Source: an optimization exercise on an open RTL-to-GDS flow (aim: small area, a short achievable clock period and few clock cycles). Production flows keep margins and buffers that such runs may drop.
In this exercise RTL edits were held to simulation tests only and were not proved equivalent to the original.
Power and IR drop assume default switching activity.

job 101:
## jzjpcc
module jzjpcc
(
	input logic clock,
	input logic reset, 
	output logic [13:2] imem_addr,
	input logic [31:0] imem_data, 
	output logic [13:2] dmem_addr,
	output logic dmem_we,
	output logic [3:0] dmem_be, 
	output logic [31:0] dmem_wdata, 
	input logic [31:0] dmem_rdata 
);
==> flow/config.mk <==
export PLATFORM = sky130hd
export DESIGN_NAME = jzjpcc
export DESIGN_NICKNAME = jzjpcc
export VERILOG_FILES = /design/flow/design.v
export SDC_FILE = /design/flow/constraint.sdc
export NUM_CORES = 4
export LEC_CHECK = 0
export CAP_MARGIN = 20
export CORE_MARGIN = 2
export CORE_UTILIZATION = 60
export CTS_CLUSTER_DIAMETER = 70
export CTS_CLUSTER_SIZE = 24
export PLACE_DENSITY = 0.75
export SLEW_MARGIN = 20
export SYNTH_HIERARCHICAL = 1
export SYNTH_MINIMUM_KEEP_SIZE = 0
==> flow/constraint.sdc <==
create_clock -name core_clock -period 12.5 [get_ports {clock}]
set_input_delay 2.5000 -clock core_clock [delete_from_list [all_inputs] [get_ports {clock}]]
set_output_delay 2.5000 -clock core_clock [all_outputs]
set_load 0.01 [all_outputs]
standard.sh (not shown) runs the stock make flow with config.mk's settings and CLKGATE_MAP_FILE= SYNTH_SCRIPT=/design/flow/synth_recipe.tcl, a recipe that flattens the netlist after the stock synthesis.
==> flow/flow/run.sh <==
#!/bin/bash
set -euo pipefail
export BUFFER_PORTS_ARGS="-buffer_cell sky130_fd_sc_hd__buf_4"
export SETUP_SLACK_MARGIN=7
bash standard.sh > standard.log 2>&1
Testbench counts of job 101, summed over its fixed seeds: cycles 53,324.
#### Input delta (job 102 over job 101)
--- a/flow/design.v
+++ b/flow/design.v
@@ -38,54 +38,16 @@
 		3'b011: result = {31'd0, lessThanUnsigned};
 		3'b100: result = a ^ b;
 		3'b101: result = shifted;
 		3'b110: result = a | b;
 		3'b111: result = a & b;
 	endcase
 end
 endmodule
-module jzjpcc_less_than
-(
-	input logic [31:0] a,
-	input logic [31:0] b,
-	output logic lessSigned,
-	output logic lessUnsigned
-);
-logic [31:0] lessBits [0:5];
-logic [31:0] equalBits [0:5];
-always_comb
-begin
-	for (int i = 0; i < 31; ++i)
-	begin
-		lessBits[0][i] = !a[i] && b[i];
-		equalBits[0][i] = (a[i] == b[i]);
-	end
-	lessBits[0][31] = 1'b0; 
-	equalBits[0][31] = 1'b1;
-	for (int level = 1; level <= 5; ++level)
-	begin
-		for (int i = 0; i < 32; ++i)
-		begin
-			if (i < (32 >> level))
-			begin
-				lessBits[level][i] = lessBits[level - 1][2 * i + 1] || (equalBits[level - 1][2 * i + 1] && lessBits[level - 1][2 * i]);
-				equalBits[level][i] = equalBits[level - 1][2 * i + 1] && equalBits[level - 1][2 * i];
-			end
-			else
-			begin
-				lessBits[level][i] = 1'b0;
-				equalBits[level][i] = 1'b0;
-			end
-		end
-	end
-	lessUnsigned = (!a[31] && b[31]) || ((a[31] == b[31]) && lessBits[5][0]);
-	lessSigned = (a[31] && !b[31]) || ((a[31] == b[31]) && lessBits[5][0]);
-end
-endmodule
 module jzjpcc_address_adder
 (
 	input logic [13:0] a,
 	input logic [13:0] b,
 	output logic [13:0] sum
 );
 logic [13:0] generateBits, propagateBits, carries;
 jzjpcc_address_adder_bits bits (.a, .b, .generateBits, .propagateBits);
@@ -402,19 +364,18 @@
 					 .result(aluResult), .equal, .lessThan, .lessThanUnsigned);
 logic [13:0] addressE, addressRegisterE, addressForwardedE;
 jzjpcc_address_adder addressRegisterAdder (.a(rs1E[13:0]), .b({{2{immE[11]}}, immE}), .sum(addressRegisterE));
 jzjpcc_address_adder addressForwardedAdder (.a(aluOutM[13:0]), .b({{2{immE[11]}}, immE}), .sum(addressForwardedE));
 assign addressE = ({14{forwardAE}} & addressForwardedE) | ({14{!forwardAE}} & addressRegisterE);
 jzjpcc_branch_equal branchEqualUnit (.rs1(rs1E), .rs2(rs2E), .forwarded(aluOutM), .forwardA(forwardAE), .forwardB(forwardBE),
 												.equal(branchEqual));
 assign takenEqualityE = branchEqual ^ funct3E[0];
-logic takenLessE, branchLess, branchLessUnsigned;
-jzjpcc_less_than branchLessThan (.a(opA), .b(rs2Forwarded), .lessSigned(branchLess), .lessUnsigned(branchLessUnsigned));
-assign takenLessE = (funct3E[1] ? branchLessUnsigned : branchLess) ^ funct3E[0];
+logic takenLessE;
+assign takenLessE = (funct3E[1] ? lessThanUnsigned : lessThan) ^ funct3E[0];
 assign branchInE = liveE && !stall && isBranchE;
 assign equalityBranchInE = branchInE && !funct3E[2];
 assign jalrInE = liveE && !stall && isJalrE;
 assign mispredictE = equalityBranchInE && (takenEqualityE != predictE);
 logic mispredictLateE, killD;
 assign mispredictLateE = (branchInE && funct3E[2] && (takenLessE != predictE)) || jalrInE;
 assign killD = mispredictE; 
 assign dmem_addr = addressE[13:2];
Results
Going from job 101 to job 102, total placed instance area decreased 1.6%; number of tapcells -about 0.8%; final area went down 1200 sq um; worst setup slack went down by 0.026 ns; global-route usage increased by 0.99 points relative to the old numbers. Status: area growth from synthesis to final layout parity (job 102, job 101). Via count of the first global-routing pass in job 102 is about 0.8% above job 101. Job 102 vs job 101: placed instance count down. On number of antenna repair diodes: between job 102 and job 101, it ends up higher for job 102.
Testbench counts of job 102, summed over its fixed seeds: cycles 53,324.

---

Another version of the RTL of jzjpcc (not shown whole).
Size in the first run: about 5500 cells after synthesis, about 130 I/O pins.
clock: 12.5 ns
lec_check: 0
cap_margin: 20
core_margin: 2
core_utilization: 60
cts_cluster_diameter: 70
cts_cluster_size: 30
place_density: 0.75
slew_margin: 20
synth_hierarchical: 1
synth_minimum_keep_size: 0
Scripts as last shown in full above: flow/flow/run.sh
Testbench counts at the start, summed over its fixed seeds: cycles 53,324.
Change:
--- a/flow/design.v
+++ b/flow/design.v
@@ -90,32 +90,12 @@
 			assign p[level][i] = p[level - 1][i];
 		end
 	end
 end
 assign carries = g[4];
 endmodule
-module jzjpcc_operand_next
-(
-	input logic hold,
-	input logic capture,
-	input logic [31:0] current,
-	input logic [31:0] decoded,
-	input logic [31:0] captured,
-	output logic [31:0] next
-);
-assign next = hold ? (capture ? captured : current) : decoded;
-endmodule
-module jzjpcc_immediate_next
-(
-	input logic hold,
-	input logic [11:0] current,
-	input logic [11:0] decoded,
-	output logic [11:0] next
-);
-assign next = hold ? current : decoded;
-endmodule
 module jzjpcc_branch_equal
 (
 	input logic [31:0] rs1,
 	input logic [31:0] rs2,
 	input logic [31:0] forwarded,
 	input logic forwardA,
@@ -453,33 +433,27 @@
 		arithmeticE <= arithmeticD;
 		rdE <= rdD;
 		funct3E <= funct3D;
 		aluFunct3E <= aluFunct3D;
 		forwardAE <= useRs1D && liveE && regWriteE && (rdE == rs1D);
 		forwardBE <= useRs2D && liveE && regWriteE && (rdE == rs2D);
+		rs1E <= rs1ValueD;
+		rs2E <= passD ? constD : rs2ValueD;
+		immE <= immIS;
 		altPCE <= instr[31] ? pcPlus1D : branchTargetD; 
 	end
 	else
 	begin
 		forwardAE <= 1'b0;
 		forwardBE <= 1'b0;
+		if (forwardAE)
+			rs1E <= writeDataM;
+		if (forwardBE)
+			rs2E <= writeDataM;
 	end
 end
-logic [31:0] rs1NextE, rs2NextE;
-logic [11:0] immNextE;
-jzjpcc_operand_next rs1Next (.hold(stall), .capture(forwardAE), .current(rs1E), .decoded(rs1ValueD),
-									  .captured(writeDataM), .next(rs1NextE));
-jzjpcc_operand_next rs2Next (.hold(stall), .capture(forwardBE), .current(rs2E), .decoded(passD ? constD : rs2ValueD),
-									  .captured(writeDataM), .next(rs2NextE));
-jzjpcc_immediate_next immNext (.hold(stall), .current(immE), .decoded(immIS), .next(immNextE));
-always_ff @(posedge clock)
-begin
-	rs1E <= rs1NextE;
-	rs2E <= rs2NextE;
-	immE <= immNextE;
-end
 logic [2:0] funct3M;
 logic [1:0] offsetM;
 always_ff @(posedge clock, posedge reset)
 begin
 	if (reset)
 		weM <= 1'b0;
Effect:
- worst setup slack loses 0.14 ns
- via count drops by 0.62%
- design area fell by 0.91%
- total power rises by 0.72%
- global-route usage is higher by 1.0 points
- synthesized cell count is lower by 4.0%
- clock-buffer cell count went down by 3
- sequential power increases by about 0.7%
Testbench counts after the change, summed over its fixed seeds: cycles 53,324.

[separate check: timing with driven ports]
In the flow no input, the clock included, has a driving cell. The finished layouts below were timed again as built, in two steps.
Step 1 assumes that a clkbuf_16 drives the clock port and a buf_2 every other input.
Step 2 also shifts input and output timing later by t, the mid clock arrival at the registers, as if the neighbouring blocks saw the same clock.
a / b / c = no drivers / after step 1 / after step 2; a / b = the first two.
run | t, ns | slack for setup (ns) | hold slack, ns | worst register clock-pin slew, ns
job 101 | 0.767 | 7.007 / 6.932 / 6.414 | 0.468 / 0.468 / 0.468 | 0.10 / 0.10
job 102 | 0.768 | 6.981 / 6.901 / 6.297 | 0.462 / 0.462 / 0.462 | 0.10 / 0.10
the first run of note 2 | 0.766 | 7.007 / 6.924 / 6.654 | 0.456 / 0.456 / 0.456 | 0.12 / 0.12
the second run of note 2 | 0.764 | 6.869 / 6.789 / 6.303 | 0.439 / 0.439 / 0.439 | 0.12 / 0.12
After both steps every run listed still meets setup and hold. For job 102, which loses most, drivers alone change the setup slack by -0.080 ns; drivers and shift together by -0.684 ns.
